This design comes from an exercise in tuning for small area on the open sky130 flow, not from production work. At most, simulation tests tie the RTL to the original design; equivalence was not proved. The RTL of runs 2 to 4 was laid out without a check of its function. Power and IR drop assume default switching activity.

===== flow/run.sh =====
#!/bin/bash
# synth_recipe.tcl (not shown) runs the flow's synth.tcl, then flattens the netlist and writes it again
# the make line also repeats each setting of config.mk as NAME=value (left out here)
make -C /OpenROAD-flow-scripts/flow DESIGN_CONFIG=/design/flow/config.mk WORK_HOME=/design/flow/orfs CLKGATE_MAP_FILE= SYNTH_SCRIPT=/design/flow/synth_recipe.tcl finish

===== flow/config.mk =====
export PLATFORM = sky130hd
export DESIGN_NAME = img_proc_top
export DESIGN_NICKNAME = img_proc_top
export VERILOG_FILES = /design/flow/design.v
export SDC_FILE = /design/flow/constraint.sdc
export NUM_CORES = 4
export LEC_CHECK = 0
export CAP_MARGIN = 20
export CORE_MARGIN = 2
export CORE_UTILIZATION = 40
export SLEW_MARGIN = 20

===== flow/constraint.sdc =====
create_clock -name core_clock -period 10.0 [get_ports {i_clk}]
set_input_delay 2.0000 -clock core_clock [delete_from_list [all_inputs] [get_ports {i_clk}]]
set_output_delay 2.0000 -clock core_clock [all_outputs]
set_load 0.01 [all_outputs]

===== flow/design.v =====
`timescale 1ns / 1ps
module img_proc_top(
    input           i_clk,
    input           someport, 
    input           i_data_valid,
    input [11:0]    pixel_in,
    output          o_data_valid,
    output [17:0]   o_waddr,
    output [11:0]   o_data,
    input [2:0]     filter_sel
);
    wire rst   = someport;
    wire mode2 = (filter_sel == 3'd2);
    wire mode3 = (filter_sel == 3'd3);
    wire [3:0] r_in = pixel_in[11:8];
    wire [3:0] g_in = pixel_in[7:4];
    wire [3:0] b_in = pixel_in[3:0];
    wire [14:0] weighted_sum = (613 * r_in) + (1202 * g_in) + (233 * b_in);
    wire [3:0] gray = weighted_sum[14:11];
    wire [11:0] pix_st = {mode3 ? gray : r_in, g_in, b_in};
    reg [4:0] wcol;      
    reg [2:0] wq;        
    reg [1:0] nrows;     
    reg [5:0] ph;        
    reg [9:0] ctr;       
    wire row_done = i_data_valid && (wcol == 5'd31);
    wire trigger  = row_done && (nrows == 2'd2);
    wire pop      = (ph >= 6'd2) && (ph <= 6'd33);   
    wire outv     = (ph >= 6'd5);                     
    always @(posedge i_clk) begin
        if (rst) begin
            wcol  <= 5'd0;
            wq    <= 3'b001;
            nrows <= 2'd0;
            ph    <= 6'd0;
        end else begin
            if (i_data_valid) wcol <= wcol + 5'd1;
            if (row_done) begin
                wq <= {wq[1:0], wq[2]};
                if (nrows != 2'd2) nrows <= nrows + 2'd1;
            end
            if (trigger) ph <= 6'd1;
            else if (ph == 6'd36) ph <= 6'd0;
            else if (ph != 6'd0) ph <= ph + 6'd1;
        end
    end
    always @(posedge i_clk) begin
        if (rst || ctr == 10'd767) ctr <= 10'd0;
        else if (outv) ctr <= ctr + 10'd1;
    end
    wire [31:0] low;
    genvar k, i;
    generate
        for (i = 0; i < 32; i = i + 1) begin : g_low
            assign low[i] = pop && (ph <= 6'd33 - i);
        end
    endgenerate
    wire [35:0] tap [0:2];
    generate
        for (k = 0; k < 3; k = k + 1) begin : g_q
            reg [383:0] d;
            wire is_w = wq[k];
            wire arr  = is_w && i_data_valid;
            wire [31:0] en = {32{arr}} | (is_w ? low : {32{pop}});
            wire [11:0] in31 = is_w ? pix_st : d[11:0];
            for (i = 0; i < 31; i = i + 1) begin : g_s
                always @(posedge i_clk)
                    if (en[i]) d[i*12 +: 12] <= d[(i+1)*12 +: 12];
            end
            always @(posedge i_clk)
                if (en[31]) d[383:372] <= in31;
            assign tap[k] = d[35:0];
        end
    endgenerate
    wire [35:0] Ot = ({36{wq[0]}} & tap[0]) | ({36{wq[1]}} & tap[1]) | ({36{wq[2]}} & tap[2]);
    wire [35:0] M  = ({36{wq[2]}} & tap[0]) | ({36{wq[0]}} & tap[1]) | ({36{wq[1]}} & tap[2]);
    wire [35:0] N  = ({36{wq[1]}} & tap[0]) | ({36{wq[2]}} & tap[1]) | ({36{wq[0]}} & tap[2]);
    reg [23:0] wrap;
    always @(posedge i_clk)
        if (ph == 6'd2) wrap <= Ot[23:0];
    wire last1 = (ph == 6'd32);
    wire last2 = (ph == 6'd33);
    wire [35:0] O = {last2 ? wrap[23:12] : (last1 ? wrap[11:0] : Ot[35:24]),
                     last2 ? wrap[11:0] : Ot[23:12],
                     Ot[11:0]};
    function [3:0] px(input [35:0] row, input integer j, input integer s);
        px = row[j*12 + (2-s)*4 +: 4];
    endfunction
    wire [3:0] gs [0:2];
    genvar s;
    generate
        for (s = 0; s < 3; s = s + 1) begin : g_gauss
            wire [5:0] hn = px(N,0,s) + 2*px(N,1,s) + px(N,2,s);
            wire [5:0] hm = px(M,0,s) + 2*px(M,1,s) + px(M,2,s);
            wire [5:0] ho = px(O,0,s) + 2*px(O,1,s) + px(O,2,s);
            wire [7:0] sum = hn + 2*hm + ho;
            assign gs[s] = sum[7:4];
        end
    endgenerate
    wire [3:0] p0 = px(N,0,0), p1 = px(N,1,0), p2 = px(N,2,0);
    wire [3:0] p3 = px(M,0,0),                 p5 = px(M,2,0);
    wire [3:0] p6 = px(O,0,0), p7 = px(O,1,0), p8 = px(O,2,0);
    wire [6:0] X  = p0 + p8 + p3 + p7 + 2*p6;
    wire [5:0] A  = p1 + p2 + p5;
    wire [5:0] B  = p3 + p6 + p7;
    wire edge_px = (X >= 7'd40) || ((X == 7'd39) && ({1'b0, A} >= {1'b0, B} + 7'd9));
    wire [11:0] res = mode3 ? {12{edge_px}} : {gs[0], gs[1], gs[2]};
    reg [11:0] r1, r2, r3;
    always @(posedge i_clk) begin
        r1 <= res;
        r2 <= r1;
        r3 <= r2;
    end
    assign o_data       = r3;
    assign o_data_valid = (mode2 || mode3) && outv;
    assign o_waddr      = {9'd0, ctr[9:1]};
endmodule

==> results by group, run 1 <==
Status
  – Outcome: no timing/DRC/antenna violations

Clocking
  – Post-CTS sizing: 0
  – # hold bufs at CTS: 0
  – Setup Buffers After CTS: 0
  – H-tree levels: 3
  – CTS sink cnt: 1,238
  – Root Driver: clkbuf_16
  – TritonCTS clock tree: done
  – Total CTS buffers: approximately 120
  – Worst skew pair latency: 0.71 ns
  – CTS clk-pin slew, worst paths: 0.06 ns
  – Max Buffers Root-to-Sink: 3

Worst setup path
  – Cell mode on critical path: ha_1
  – Crit-path max FO: 9
  – Crit path DAT: ~7.7 ns
  – CP endpoint kind: flip-flop
  – CP max stage delay: 0.61 ns
  – Req. time, crit path: 10.45 ns
  – Cells along the critical path: clkdlybuf4s50_1 -> ha_1 -> inv_1 -> fa_1 -> inv_1 -> ha_1 -> and3b_1 -> o21a_1 -> nor2_1 -> ha_1 -> ha_1 -> inv_1 -> fa_1 -> fa_1 -> inv_1 -> ha_1 -> a21o_1 -> a221oi_1 -> o21ai_1 -> a21oi_2 -> nor4b_1 -> or3_1
  – Worst setup SP type: input port
  – Crit Path Category: input port to flip-flop
  – CP max-delay cell: clkdlybuf4s50_1

Global route
  – GR peak layer: met2
  – Initial antenna violation count: 3
  – Vias in the first global route: 21,692
  – GRT met1 Usage: between 10% and 20%
  – Met2 global-route usage: 24.4%
  – Overflow after GRT: 0
  – GRT Util Overall: 14.7%
  – M3 GR Usage: under 10%
  – Largest net degree at the start of global routing: 95
  – First-pass GRT wire length: 130 mm

Synthesis
  – Top post-synthesis cells by count: edfxtp_1 (1,176), inv_1 (226), nand2_1 (151)
  – Mapped Cells: roughly 2,500
  – Most used DFF post-synth: edfxtp_1
  – Post-synth top area share: 76.5%
  – Count leader, synth: edfxtp_1
  – Cell Area, Synth: 0.0462 mm^2
  – Post-synth cell types: 67
  – Asr flop ratio synth: 0%
  – Syn Area/Cell: 18.6 um^2
  – Largest cells by area after synthesis: edfxtp_1 (76%), fa_1 (4.9%), ha_1 (3.6%)
  – Seq/Total Area, Yosys: approximately four fifths
  – Synthesized flop and latch total: 1,238
  – Post-synth EDFFs: 1,176
  – Most area-hungry cell type in the Yosys netlist: edfxtp_1
  – Yosys warnings: 1

Placement
  – PortBufs: 39
  – Routability Congestion: 0.847
  – Setup WS pre-CTS: 2.01 ns
  – Hpwl dp: just over 60 mm

STA
  – Hold WS: 0.322 ns
  – Final setup margin: 2.74 ns
  – Total negative slack: 0 ns
  – Tmin final: a little over 7 ns
  – Slew of the pin with the lowest slew margin: 1.10 ns
  – Final Hold Vio Count: 0
  – Fin crit share: 72.6%
  – Final Setup Violations: 0
  – F_max: 0.138 GHz
  – Slew HR: 26.2%
  – Final Max Tran Viols: 0
  – RSZ-0062 raised after global routing: false
  – Clock skew: 0.0740 ns

Worst hold path
  – Hold Crit Class: flip-flop to flip-flop

Routing
  – Vias: 21,105
  – Drt via density: about 5
  – Post-DR wirelength/cell: 20.8 um
  – Residual DRC: 0
  – Iter 0 DRT Violations: 2,928
  – First-pass DRT Iterations: 15
  – Post-DRT Antenna Nets: 0
  – Final WL: 86.6 mm

Floorplanning
  – Rows: roughly 120
  – Die X: between 300 and 400 um
  – Starting Density: 40.4%
  – Die height: 344 um
  – Die area: 0.118 mm^2
  – Floorplan core area: between 0.1 and 0.15 mm^2
  – Io pins: 49

Power
  – Maximum vdd ir drop: between 150 and 200 uV
  – Pwr/cell area: 227 mW/mm^2
  – Pleak: 18.3 nW
  – Total design power: 0.0118 W

Run
  – Max-cap viol count: 0

Cells and area
  – Reg area: about 0.037 mm^2
  – Footprint of the multi-input gates: 0.00833 mm^2
  – Fill cells: 9,572
  – Layout area overhead: 12.4%
  – Fraction of layout cells with a size suffix above 1: around 8.3%
  – Nets@finish: 2,817
[layout make-up]
type                       instances  area share, %
tap                             1512           3.65
clock buffer                     137           5.75
timing repair buffer              47          0.868
inverter                         226           1.63
antenna                            2        0.00964
multi-input combinational        925           16.0
clock inverter                    79           1.59
sequential                      1238           70.5
[state kept, by name (all words and copies together), names as in the netlist]
signal and cells:
g_q.d 1152, wrap 24, r1 12, r2 12, r3 12, ctr 10, ph 6, wcol 5
wq 3, nrows 2
[where the power goes]
part | internal [W] | total, W | switching [W]
Combinational | 0.000538 | 0.00131 | 0.000771
Sequential | 0.00604 | 0.00617 | 0.000128
Clock | 0.00245 | 0.00431 | 0.00185
Total | 0.00903 | 0.0118 | 0.00275
[logic make-up (layout without fill, tap and decap cells)]
group                      Yosys count  after routing  synth area share [%]
and+or+nand+nor                    312            312                  3.12
adders and majority gates          245            245                  8.46
xor gates and xnor gates            41             41                 0.778
other                                1             11               0.00812
buffers and inverters              321            489                  2.87
DFF                               1238           1238                  79.2
muxes                               33             33                 0.781
AOI/OAI and AO/OA                  285            285                  4.79
[cells in the final DEF, fill, tap and decap left out, drive strengths merged, types with 5 or more instances in the layout]
cell type | netlist | final
conb | 1 | 9
nor3 | 11 | 11
nand2 | 151 | 151
dfxtp | 62 | 62
mux2 | 24 | 24
a31oi | 8 | 8
buf | 54 | 8
clkdlybuf4s50 | 0 | 39
o21ai | 50 | 50
clkinvlp | 0 | 8
a222oi | 105 | 105
nor2b | 14 | 14
o21a | 8 | 8
inv | 226 | 230
edfxtp | 1176 | 1176
nor3b | 5 | 5
nand4 | 5 | 5
ha | 133 | 133
a21o | 17 | 17
mux2i | 9 | 9
xnor2 | 23 | 23
o21bai | 6 | 6
a211oi | 6 | 6
nand3 | 19 | 19
nor2 | 71 | 71
clkbuf | 40 | 137
clkinv | 0 | 55
bufinv | 0 | 12
fa | 112 | 112
xor2 | 18 | 18
a21oi | 52 | 52
or3 | 9 | 9
o31ai | 5 | 5
[routing by layer]
| metal | part of all wire (%) | wire [um] | up-vias |
|---|---|---|---|
| li1 | - | - | 9519 |
| met1 | 40 | 34300 | 10701 |
| met2 | 49 | 42400 | 768 |
| met3 | 9.5 | 8210 | 117 |
| met4 | 2.0 | 1750 | 0 |
| met5 | 0 | 0 | - |
[metrics by stage]
stage,instances,instance area [um^2],utilization (%)
detailed placement,3948,48100,42.1
floorplan,2484,46200,-
global placement,3948,48100,42.1
CTS,4164,51900,45.4
finish,4166,51900,45.4
global route,4164,51900,45.4
[critical path, delay by kind of cell]
family	cells	cell delay (ns)
adder cells (fa/ha/maj)	8	2.88
AO/OA/AOI/OAI	5	1.17
buffers and inverters	5	0.82
AND/OR/NAND/NOR	4	0.82
[final timing paths]
kind	slack [ns]	endpoint	depth (start not counted)	from
worst max-delay path	2.74	g_q[0].d[381]	22	pixel_in[6]
worst min-delay path	0.32	r2[5]	0	r1[5]
worst max register to register	3.30	r1[7]	21	wq[0]
worst min register to register	0.32	r2[5]	0	r1[5]
==> run 2, diff against run 1 <==
--- a/flow/design.v
+++ b/flow/design.v
@@ -15,8 +15,8 @@
     wire [3:0] r_in = pixel_in[11:8];
     wire [3:0] g_in = pixel_in[7:4];
     wire [3:0] b_in = pixel_in[3:0];
-    wire [14:0] weighted_sum = (613 * r_in) + (1202 * g_in) + (233 * b_in);
-    wire [3:0] gray = weighted_sum[14:11];
+    wire [13:0] weighted_sum = (299 * r_in) + (587 * g_in) + (114 * b_in);
+    wire [3:0] gray = weighted_sum / 1000;
     wire [11:0] pix_st = {mode3 ? gray : r_in, g_in, b_in};
     reg [4:0] wcol;      
     reg [2:0] wq;        
@@ -48,27 +48,28 @@
         if (rst || ctr == 10'd767) ctr <= 10'd0;
         else if (outv) ctr <= ctr + 10'd1;
     end
-    wire [31:0] low;
+    wire [35:0] tap [0:2];
     genvar k, i;
-    generate
-        for (i = 0; i < 32; i = i + 1) begin : g_low
-            assign low[i] = pop && (ph <= 6'd33 - i);
-        end
-    endgenerate
-    wire [35:0] tap [0:2];
     generate
         for (k = 0; k < 3; k = k + 1) begin : g_q
             reg [383:0] d;
+            reg [31:0]  v;
             wire is_w = wq[k];
             wire arr  = is_w && i_data_valid;
-            wire [31:0] en = {32{arr}} | (is_w ? low : {32{pop}});
-            wire [11:0] in31 = is_w ? pix_st : d[11:0];
+            wire [11:0] in31  = is_w ? pix_st : d[11:0];
+            wire        vin31 = is_w ? i_data_valid : 1'b1;
+            wire [30:0] mv = v[31:1] & ~v[30:0];    
             for (i = 0; i < 31; i = i + 1) begin : g_s
                 always @(posedge i_clk)
-                    if (en[i]) d[i*12 +: 12] <= d[(i+1)*12 +: 12];
+                    if (pop || mv[i]) d[i*12 +: 12] <= d[(i+1)*12 +: 12];
             end
             always @(posedge i_clk)
-                if (en[31]) d[383:372] <= in31;
+                if (pop || arr) d[383:372] <= in31;
+            always @(posedge i_clk) begin
+                if (rst) v <= 32'd0;
+                else if (pop) v <= {vin31, v[31:1]};
+                else v <= (v & ~{mv, 1'b0}) | {arr, mv};
+            end
             assign tap[k] = d[35:0];
         end
     endgenerate
--- a/flow/config.mk
+++ b/flow/config.mk
@@ -7,5 +7,5 @@
 export LEC_CHECK = 0
 export CAP_MARGIN = 20
 export CORE_MARGIN = 2
-export CORE_UTILIZATION = 40
+export CORE_UTILIZATION = 80
 export SLEW_MARGIN = 20
==> run 2 against run 1 <==
Effect of this change: the run now fails in global routing; area after synthesis up 11%; synthesized cell count up 26%.
==> results by group, run 2 <==
Synthesis
  – Syn Area/Cell: 16.3 um^2
  – Synth Area in Adders: 7.69%
  – Yosys warnings: 1
  – Seq/Total Area, Yosys: 75.4%
  – Cell Area, Synth: 0.0510 mm^2
  – Post-synth top area share: 69.2%
  – Post-synth EDFFs: 1,176
  – Most area-hungry cell type in the Yosys netlist: edfxtp_1
  – Post-synth cell types: 94
  – Top post-synthesis cells by count: edfxtp_1 (1,176), inv_1 (309), nand2_1 (254)
  – Post-synthesis mux area share: between 1 and 1.5%
  – Mapped Cells: 3,129
  – Largest family of logic cells by synthesized area: adder cells
  – Most used DFF post-synth: edfxtp_1
  – XOR/XNOR Fraction of Synth Area: 0.878%
  – Synth Area in Compound Gates: 6.60%
  – Asr flop ratio synth: 0%
  – Largest cells by area after synthesis: edfxtp_1 (69%), dfxtp_1 (6.2%), fa_1 (4.4%)
  – Count leader, synth: edfxtp_1
  – Post-Synth Simple-Gate Area: 4.66%
  – Synthesized flop and latch total: 1,334

Floorplanning
  – Die X: roughly 260 um
  – Starting Density: 80.9%
  – Io pins: 49
  – Die height: 257 um
  – Rows: 92

Placement
  – Routability Congestion: 0.892
  – Setup WS pre-CTS: -0.152 ns
  – Hpwl dp: 72.9 mm
  – PortBufs: 39

STA
  – Worst EP kind: register input
  – Worst EP post-GRT repair: g_q[2].d[380]$_DFFE_PP_/D

Global route
  – Largest net degree at the start of global routing: 111
  – Overflow after GRT: 3
  – GRT Util Overall: 66.0%
  – Initial antenna violation count: 36

Status
  – Outcome: aborted with a tool error
  – Error msg: [ERROR GRT-0232] Routing congestion too high. Check the congestion heatmap in the GUI.
  – Stopped at: global routing

Clocking
  – Root Driver: clkbuf_16
  – Setup Buffers After CTS: 0
  – H-tree levels: 3
  – # hold bufs at CTS: 0
  – Max Buffers Root-to-Sink: 3
  – Total CTS buffers: ~120
  – Post-CTS sizing: 0
  – CTS sink cnt: 1,334
## run 2: cells by family after synthesis
| group | count (synthesis) |
|---|---|
| adders and majority gates | 246 |
| other | 1 |
| buffers and inverters | 433 |
| muxes | 56 |
| AOI/OAI and AO/OA | 491 |
| DFF | 1334 |
| and+or+nand+nor | 519 |
| xor gates and xnor gates | 49 |
## run 2: how the worst min path moves through the flow
| stage | start | cells after the start | end | slack (ns) |
|---|---|---|---|---|
| floorplan | r1[0] | 0 | r2[0] | 0.31 |
| global placement | r2[5] | 0 | r3[5] | 0.31 |
| detailed placement | r2[6] | 0 | r3[6] | 0.31 |
| CTS | r1[11] | 0 | r2[11] | 0.33 |
## run 2: through the flow
step | utilization (%) | hold WS, ns | TNS, ns | cells | cell area [um^2]
after floorplan | - | 0.310 | 0 | 3137 | 51100
after global placement | 83.8 | 0.310 | -0.000598 | 4025 | 52900
after detailed placement | 83.8 | 0.312 | -0.764 | 4025 | 52900
after CTS | 89.8 | 0.327 | 0 | 4250 | 56700
## run 2: per-layer routing
layer  track usage, %  GRT overflow
met1             66.1             0
met2             85.9             1
met3             49.5             1
met4             57.2             1
met5             33.7             0
## run 2: power by group through the flow
stage	clock [W]	sequential (W)	combinational [W]
3_3_place_gp	0	0.00661	0.00331
4_1_cts	0.00468	0.00654	0.00371
3_5_place_dp	0	0.00663	0.00346
2_1_floorplan	0	0.00657	0.00249
==> run 3, diff against run 2 <==
--- a/flow/config.mk
+++ b/flow/config.mk
@@ -7,5 +7,5 @@
 export LEC_CHECK = 0
 export CAP_MARGIN = 20
 export CORE_MARGIN = 2
-export CORE_UTILIZATION = 80
+export CORE_UTILIZATION = 60
 export SLEW_MARGIN = 20
==> run 3 against run 2 <==
Effect of this change: now clean on timing, DRC and antenna; area after synthesis unchanged; synthesized cell count unchanged.
==> results by group, run 3 <==
Global route
  – Largest net degree at the start of global routing: 96
  – Overflow after GRT: 0
  – Initial antenna violation count: 0
  – GRT Util Overall: 21.4%
  – First-pass GRT wire length: 142 mm
  – Vias in the first global route: around 25,000

STA
  – Hold WS: 0.325 ns
  – Slew of the pin with the lowest slew margin: 1.11 ns
  – Final Setup Violations: 0
  – Clock skew: 0.0321 ns
  – Fin crit share: 94.2%
  – Slew HR: 26.2%
  – Final Hold Vio Count: 0
  – F_max: 0.106 GHz
  – Final Max Tran Viols: 0
  – Tmin final: 9.42 ns
  – RSZ-0062 raised after global routing: false

Cells and area
  – Fraction of layout cells with a size suffix above 1: 11.9%
  – Max reg flops: 1,152
  – Post-Layout Cell Count: ~4,600
  – Footprint of the multi-input gates: 0.0108 mm^2
  – Register bank with the most flops: g_q.d
  – Nets@finish: 3,581
  – Top flop regs: g_q.d x1152, g_q.v x96, wrap x24
  – Final Instance Area: 0.0576 mm^2
  – Fill cells: about 5,600
  – Reg area: 0.0385 mm^2
  – Antenna Diode Count: 0
  – Commonest non-fill, non-tap cell in the layout: edfxtp_1
  – Most frequent cells in the layout: edfxtp_1 (1,176), inv_1 (309), nand2_1 (254), dfxtp_1 (155), a21oi_1 (139)
  – Layout area overhead: 12.9%

Routing
  – Post-DR wirelength/cell: 20.1 um
  – Post-DRT Antenna Nets: 0
  – Vias: 25,463
  – Final WL: 91.6 mm
  – Drt via density: 5.59
  – Iter 0 DRT Violations: 2,476
  – First-pass DRT Iterations: 13
  – Residual DRC: 0

Power
  – Pwr/cell area: 258 mW/mm^2
  – Reg power frac: 43.7%
  – Total design power: around 0.015 W
  – Switching Share: 28.7%
  – Psw: about 0.0043 W
  – Combinational share of power: 23.8%
  – Cell-internal power: 0.0106 W
  – Maximum vdd ir drop: 350 uV
  – Pleak: 20.0 nW
  – Clock share of power: 32.4%

Worst setup path
  – Req. time, crit path: 10.43 ns
  – Crit path DAT: 9.84 ns
  – Worst setup SP type: input port
  – R2R depth: 23
  – Flop2flop setup slack: 3.06 ns
  – Crit-path max FO: 6
  – Crit Path Category: input port to flip-flop
  – CP max-delay cell: clkdlybuf4s50_1
  – Crit Reg-Reg Endpoint: r1[3]
  – CP endpoint: g_q[2].d[380]
  – CP max stage delay: approximately 0.61 ns
  – CP endpoint kind: flip-flop
  – CP Launch Point: pixel_in[1]
  – RR Startpoint: wq[0]

Clocking
  – TritonCTS clock tree: done
  – H-tree levels: 4
  – Worst skew pair latency: 0.73 ns
  – Total CTS buffers: 132
  – Max Buffers Root-to-Sink: 3
  – CTS clk-pin slew, worst paths: ~0.06 ns
  – Setup Buffers After CTS: 0
  – Root Driver: clkbuf_16
  – CTS sink cnt: 1,334

Placement
  – Dpl cell area: ~0.053 mm^2
  – PortBufs: 39
  – Routability Congestion: roughly 0.86
  – Hpwl dp: 61.0 mm
  – Placed Cells: ~4,300

Synthesis
  – Asr flop ratio synth: 0%
  – Count leader, synth: edfxtp_1
  – Mapped Cells: 3,129
  – Post-synth EDFFs: 1,176
  – Post-synth cell types: between 90 and 100
  – Seq/Total Area, Yosys: 75.4%
  – Syn Area/Cell: 16.3 um^2
  – Most area-hungry cell type in the Yosys netlist: edfxtp_1
  – Most used DFF post-synth: edfxtp_1
  – Largest cells by area after synthesis: edfxtp_1 (69%), dfxtp_1 (6.2%), fa_1 (4.4%)
  – Cell Area, Synth: 0.0510 mm^2
  – Synthesized flop and latch total: 1,334
  – Post-synth top area share: 69.2%
  – Yosys warnings: 1
  – Top post-synthesis cells by count: edfxtp_1 (1,176), inv_1 (309), nand2_1 (254)

Floorplanning
  – Die height: slightly below 300 um
  – Die area: 0.0874 mm^2
  – Starting Density: 60.8%
  – Floorplan core area: between 0.08 and 0.09 mm^2
  – Io pins: 49
  – Die X: 296 um
  – Rows: 106

Status
  – Outcome: no timing/DRC/antenna violations

Run
  – Max-cap viol count: 0

Worst hold path
  – Hold Crit Class: flip-flop to flip-flop
## run 3: logic make-up after synthesis
family	after synthesis	synth area share [%]
multiplexers	56	1.24
AO/OA/AOI/OAI	491	6.60
adder cells (fa/ha/maj)	246	7.69
XOR/XNOR	49	0.878
AND/OR/NAND/NOR	519	4.66
flip-flops	1334	75.4
buffers and inverters	433	3.53
other	1	0.00735
## run 3: routing by layer
layer	track usage [%]	vias to the layer above	part of all wire, %
met1	29.8	12598	43
met5	0	-	0
li1	-	11954	-
met3	4.07	129	6.5
met2	35.0	782	49
met4	6.34	0	2.0
## run 3: worst min-delay path by stage
stage           from    end  slack, ns  cells past startpoint
2_1_floorplan  r1[0]  r2[0]       0.31                      0
3_3_place_gp   r2[9]  r3[9]       0.31                      0
3_5_place_dp   r2[1]  r3[1]       0.31                      0
4_1_cts        r2[1]  r3[1]       0.33                      0
5_1_grt        r2[5]  r3[5]       0.33                      0
6_report       r2[6]  r3[6]       0.33                      0
## run 3: area by class of cell
class | instances | area share (%)
well taps | 1134 | 2.46
flip-flops and latches | 1334 | 66.8
inverters | 310 | 2.02
clock buffers | 165 | 6.02
clock inverters | 77 | 1.49
multi-input cells | 1370 | 18.8
repair buffers | 169 | 2.38
## run 3: per-stage QoR
stage,setup WS [ns],utilization (%),TNS [ns]
floorplan,0.525,-,0
global placement,-0.00252,63.4,-0.00252
detailed placement,-0.200,63.4,-1.06
CTS,0.561,68.6,0
global route,0.0880,68.6,0
finish,0.583,68.6,0
## run 3: timing repair
item / in CTS / in global routing
hold buffers: 0 / 0
setup endpoints to repair: 0 / 6
endpoints found under the hold margin: 0 / 0
gates resized for setup: 0 / 1
## run 3: critical path, delay by kind of cell
| kind | cells | cell delay [ns] |
|---|---|---|
| multiplexers | 2 | 0.62 |
| buffers and inverters | 6 | 0.90 |
| AND/OR/NAND/NOR | 7 | 1.63 |
| adder cells (fa/ha/maj) | 9 | 3.33 |
| AO/OA/AOI/OAI | 7 | 1.31 |
## run 3: power by group through the flow
stage | Sequential (W) | Clock [W] | Combinational, W
2_1_floorplan | 0.00657 | 0 | 0.00249
3_3_place_gp | 0.00661 | 0 | 0.00339
3_5_place_dp | 0.00661 | 0 | 0.00348
4_1_cts | 0.00650 | 0.00494 | 0.00350
5_1_grt | 0.00652 | 0.00517 | 0.00390
6_report | 0.00650 | 0.00482 | 0.00354
==> run 4, diff against run 3 <==
==> flow/design.v (replaced) <==
`timescale 1ns / 1ps
module img_proc_top(
    input           i_clk,
    input           someport, 
    input           i_data_valid,
    input [11:0]    pixel_in,
    output          o_data_valid,
    output [17:0]   o_waddr,
    output [11:0]   o_data,
    input [2:0]     filter_sel
);
    wire rst   = someport;
    wire mode2 = (filter_sel == 3'd2);
    wire mode3 = (filter_sel == 3'd3);
    wire [3:0] r_in = pixel_in[11:8];
    wire [3:0] g_in = pixel_in[7:4];
    wire [3:0] b_in = pixel_in[3:0];
    wire [13:0] weighted_sum = (299 * r_in) + (587 * g_in) + (114 * b_in);
    wire [3:0] gray = weighted_sum / 1000;
    wire [11:0] pix_st = {mode3 ? gray : r_in, g_in, b_in};
    reg [4:0] wcol;      
    reg [1:0] wring;     
    reg [1:0] nrows;     
    reg [5:0] ph;        
    reg [9:0] ctr;       
    wire row_done = i_data_valid && (wcol == 5'd31);
    wire trigger  = row_done && (nrows == 2'd2);
    wire burst    = (ph >= 6'd5);
    always @(posedge i_clk) begin
        if (rst) begin
            wcol  <= 5'd0;
            wring <= 2'd0;
            nrows <= 2'd0;
            ph    <= 6'd0;
        end else begin
            if (i_data_valid) wcol <= wcol + 5'd1;
            if (row_done) begin
                wring <= wring + 2'd1;
                if (nrows != 2'd2) nrows <= nrows + 2'd1;
            end
            if (trigger) ph <= 6'd1;
            else if (ph == 6'd36) ph <= 6'd0;
            else if (ph != 6'd0) ph <= ph + 6'd1;
        end
    end
    always @(posedge i_clk) begin
        if (rst || ctr == 10'd767) ctr <= 10'd0;
        else if (burst) ctr <= ctr + 10'd1;
    end
    reg [383:0] ring [0:3];
    genvar k;
    generate
        for (k = 0; k < 4; k = k + 1) begin : g_ring
            wire wr  = (wring == k);
            wire en  = wr ? i_data_valid : burst;
            wire [11:0] tail_in = wr ? pix_st : ring[k][11:0];
            always @(posedge i_clk)
                if (en) ring[k] <= {tail_in, ring[k][383:12]};
        end
    endgenerate
    wire [1:0] ro = wring + 2'd1;
    wire [1:0] rm = wring + 2'd2;
    wire [1:0] rn = wring + 2'd3;
    wire [35:0] O = ring[ro][35:0];
    wire [35:0] M = ring[rm][35:0];
    wire [35:0] N = ring[rn][35:0];
    function [3:0] px(input [35:0] row, input integer j, input integer s);
        px = row[j*12 + (2-s)*4 +: 4];
    endfunction
    wire [3:0] gs [0:2];
    genvar s;
    generate
        for (s = 0; s < 3; s = s + 1) begin : g_gauss
            wire [5:0] hn = px(N,0,s) + 2*px(N,1,s) + px(N,2,s);
            wire [5:0] hm = px(M,0,s) + 2*px(M,1,s) + px(M,2,s);
            wire [5:0] ho = px(O,0,s) + 2*px(O,1,s) + px(O,2,s);
            wire [7:0] sum = hn + 2*hm + ho;
            assign gs[s] = sum[7:4];
        end
    endgenerate
    wire [3:0] p0 = px(N,0,0), p1 = px(N,1,0), p2 = px(N,2,0);
    wire [3:0] p3 = px(M,0,0),                 p5 = px(M,2,0);
    wire [3:0] p6 = px(O,0,0), p7 = px(O,1,0), p8 = px(O,2,0);
    wire [6:0] X  = p0 + p8 + p3 + p7 + 2*p6;
    wire [5:0] A  = p1 + p2 + p5;
    wire [5:0] B  = p3 + p6 + p7;
    wire edge_px = (X >= 7'd40) || ((X == 7'd39) && ({1'b0, A} >= {1'b0, B} + 7'd9));
    assign o_data       = mode3 ? {12{edge_px}} : {gs[0], gs[1], gs[2]};
    assign o_data_valid = (mode2 || mode3) && burst;
    assign o_waddr      = {9'd0, ctr[9:1]};
endmodule
--- a/flow/config.mk
+++ b/flow/config.mk
@@ -7,5 +7,5 @@
 export LEC_CHECK = 0
 export CAP_MARGIN = 20
 export CORE_MARGIN = 2
-export CORE_UTILIZATION = 60
+export CORE_UTILIZATION = 40
 export SLEW_MARGIN = 20
==> run 4 against run 3 <==
Effect of this change: synthesized cell count shrank 12%; total power grew 3.8%; worst hold slack gained 0.065 ns; wire length grew 5.3%; fmax shrank 1.5%; clock skew grew 0.017 ns; global-route usage shrank 8.2 points; critical path type is now flip-flop to output port; non-clock buffer count shrank 71.
==> results by group, run 4 <==
Worst hold path
  – Hold path cells: 0
  – Hold Crit Class: flip-flop to flip-flop
  – Worst Min Path Start: ring[2][315]
  – Hold path endpoint: ring[2][303]

Worst setup path
  – Cell mode on critical path: fa_1
  – Crit Reg-Reg Endpoint: ring[1][102]
  – Crit Path Category: flip-flop to output port
  – Flop2flop setup slack: around 6.3 ns
  – CP max stage delay: 0.62 ns
  – Cells along the critical path: inv_1 -> ha_2 -> a222oi_1 -> nor2b_1 -> a21oi_1 -> fa_1 -> fa_1 -> fa_1 -> ha_1 -> fa_1 -> xor2_1 -> nor2_1 -> o31ai_1 -> a221o_1 -> a221oi_1 -> nor2_1 -> buf_4 -> a21o_1 -> clkdlybuf4s50_1
  – Crit path DAT: 7.56 ns
  – CP max-delay cell: ha_2
  – Req. time, crit path: 8.00 ns
  – Crit-path max FO: 25
  – Worst setup SP type: flip-flop
  – CP endpoint kind: output port
  – RR Startpoint: wring[1]
  – R2R depth: 6

Floorplanning
  – Starting Density: between 40 and 50%
  – Die area: 0.146 mm^2
  – Die height: 382 um
  – Die X: 382 um
  – Floorplan core area: 0.142 mm^2
  – Io pins: 49
  – Rows: between 100 and 150

Clocking
  – CTS sink cnt: 1,561
  – Worst skew pair latency: 0.78 ns
  – CTS clk-pin slew, worst paths: 0.06 ns
  – Max Buffers Root-to-Sink: 3
  – Total CTS buffers: 152
  – Root Driver: clkbuf_16
  – # hold bufs at CTS: 0
  – H-tree levels: 4
  – TritonCTS clock tree: done

Synthesis
  – Cell Area, Synth: 0.0571 mm^2
  – Post-synth EDFFs: 1,536
  – Largest cells by area after synthesis: edfxtp_1 (81%), fa_1 (4.0%), ha_1 (3.1%)
  – Syn Area/Cell: 20.8 um^2
  – Top post-synthesis cells by count: edfxtp_1 (1,536), inv_1 (155), ha_1 (140)
  – Count leader, synth: edfxtp_1
  – Post-synth cell types: 91
  – Most area-hungry cell type in the Yosys netlist: edfxtp_1
  – Post-synth top area share: 80.7%
  – Seq/Total Area, Yosys: 81.6%
  – Most used DFF post-synth: edfxtp_1
  – Yosys warnings: 2
  – Mapped Cells: 2,745
  – Asr flop ratio synth: 0%
  – Synthesized flop and latch total: 1,561

Placement
  – Dpl cell area: between 0.06 and 0.07 mm^2
  – Routability Congestion: approximately 0.82
  – Setup WS pre-CTS: -0.113 ns
  – Hpwl dp: ~55 mm
  – PortBufs: 39

Global route
  – GRT Util Overall: between 10% and 20%
  – Largest net degree at the start of global routing: 185
  – Initial antenna violation count: 3
  – Overflow after GRT: 0
  – Vias in the first global route: 25,583
  – First-pass GRT wire length: 150 mm

Cells and area
  – Top flop regs: ring x1536, ctr x10, ph x6
  – Final Util: 45.9%
  – Fraction of layout cells with a size suffix above 1: 12.0%
  – Max reg flops: approximately 1,500
  – Layout area overhead: 14.0%
  – Antenna Diode Count: 0
  – Most frequent cells in the layout: edfxtp_1 (1,536), inv_1 (155), clkbuf_16 (153), ha_1 (134), fa_1 (113)
  – Register bank with the most flops: ring
  – Final Instance Area: 0.0651 mm^2
  – Commonest non-fill, non-tap cell in the layout: edfxtp_1
  – Nets@finish: 3,182

Power
  – Pleak: 18.9 nW
  – Pwr/cell area: 237 mW/mm^2
  – Maximum vdd ir drop: 281 uV

STA
  – Hold WS: about 0.39 ns
  – Final Setup Violations: 0
  – Clock skew: 0.0490 ns
  – RSZ-0062 raised after global routing: false
  – Tmin final: roughly 9.6 ns
  – Slew of the pin with the lowest slew margin: 1.03 ns
  – Fin crit share: 95.6%
  – Final Hold Vio Count: 0
  – Slew HR: 31.4%
  – Final Max Tran Viols: 0
  – Final setup margin: 0.438 ns
  – F_max: 0.105 GHz

Routing
  – First-pass DRT Iterations: 12
  – Post-DRT Antenna Nets: 0
  – Drt via density: 5.02
  – Vias: 24,701
  – Post-DR wirelength/cell: 19.6 um
  – Iter 0 DRT Violations: 2,974
  – Residual DRC: 0
  – Final WL: between 90 and 100 mm

Run
  – Max-cap viol count: 0

Status
  – Outcome: no timing/DRC/antenna violations
run 4: stage by stage:
stage | setup TNS [ns] | std cells | power [W]
after CTS | 0 | 4921 | 0.0156
after detailed placement | -0.367 | 4645 | 0.00995
after global routing | 0 | 4922 | 0.0161
after global placement | -0.163 | 4645 | 0.00986
after floorplan | 0 | 2753 | 0.00934
final | 0 | 4922 | 0.0154
run 4: how the worst max path moves through the flow:
stage	from	endpoint	slack (ns)	cells after the start
after floorplan	pixel_in[1]	ring[2][380]	0.85	29
after global placement	pixel_in[1]	ring[2][380]	-0.05	29
after detailed placement	pixel_in[1]	ring[2][380]	-0.11	29
after CTS	wring[0]	o_data[7]	0.02	21
after global routing	wring[0]	o_data[10]	0.07	19
final	wring[0]	o_data[10]	0.44	19
run 4: report_power, final:
group	switching [W]	internal, W	total (W)
registers	0.0000357	0.00722	0.00725
clock network	0.00244	0.00313	0.00557
logic	0.00155	0.00105	0.00260
run 4: worst max-delay path: cells and delay by family (launching register included):
family                     cells  cell delay, ns
AOI/OAI and AO/OA              6            2.11
xor gates and xnor gates       1            0.16
adders and majority gates      6            2.74
buffers and inverters          3            1.03
DFF                            1            0.39
and+or+nand+nor                3            0.36
run 4: layer usage:
| metal | track usage (%) | up-vias | wire, um |
|---|---|---|---|
| met5 | 0 | - | 8 |
| met4 | 4.62 | 2 | 2290 |
| met3 | 2.75 | 185 | 5530 |
| met2 | 19.5 | 719 | 43000 |
| met1 | 19.5 | 12711 | 45600 |
| li1 | - | 11084 | - |
run 4: area by class of cell:
| type | instances | area, um^2 |
|---|---|---|
| clock buffer | 184 | 4000 |
| inverter | 155 | 582 |
| clock inverter | 91 | 983 |
| timing repair buffer | 98 | 953 |
| sequential | 1561 | 46600 |
| tap | 1890 | 2360 |
| fill | 11631 | 76600 |
| multi-input combinational | 943 | 9620 |
run 4: logic make-up (layout without fill, tap and decap cells):
| logic type | Yosys count | after routing | synth area share [%] |
|---|---|---|---|
| flops | 1561 | 1561 | 81.6 |
| xor+xnor | 53 | 53 | 0.845 |
| buf+inv | 249 | 528 | 1.84 |
| mux | 137 | 137 | 2.50 |
| simple gates | 190 | 190 | 1.78 |
| compound gates | 301 | 301 | 4.42 |
| other cells | 1 | 9 | 0.00656 |
| fa+ha+maj | 253 | 253 | 7.02 |
run 4: what timing repair did:
item | in CTS | in global routing
resized for setup | 0 | 6
endpoints found under the setup margin | 2 | 4
buffers inserted | 1 | 1

-- separate check: timing with driven ports --
The flow's constraints put no driver on any port. The routed layouts listed below were extracted and timed again, unchanged, in two steps.
Step 1 assumes that a clkbuf_16 drives the clock port and a buf_2 every other input.
Step 2, shift: input delay + t, output delay - t, t = (earliest + latest rising clock arrival at the registers) / 2. This alone moves slack from input paths to output paths.
Three values: ideal ports, drivers, drivers and shift; two values: the first two.
run	shift t [ns]	setup WS [ns]	worst setup path at the end	cell pins on the clock port's net
run 1	0.738	2.736 / 2.775 / 2.037	input to register	1
run 3	0.776	0.583 / 0.619 / -0.157	input to register	1
run 4	0.832	0.438 / 0.369 / -0.152	input to register	1
Met with ideal ports but missed after step 2: setup timing in run 3 and run 4. The setup slack of run 3, which loses most, moves by +0.036 ns with the drivers and by -0.740 ns with both steps.
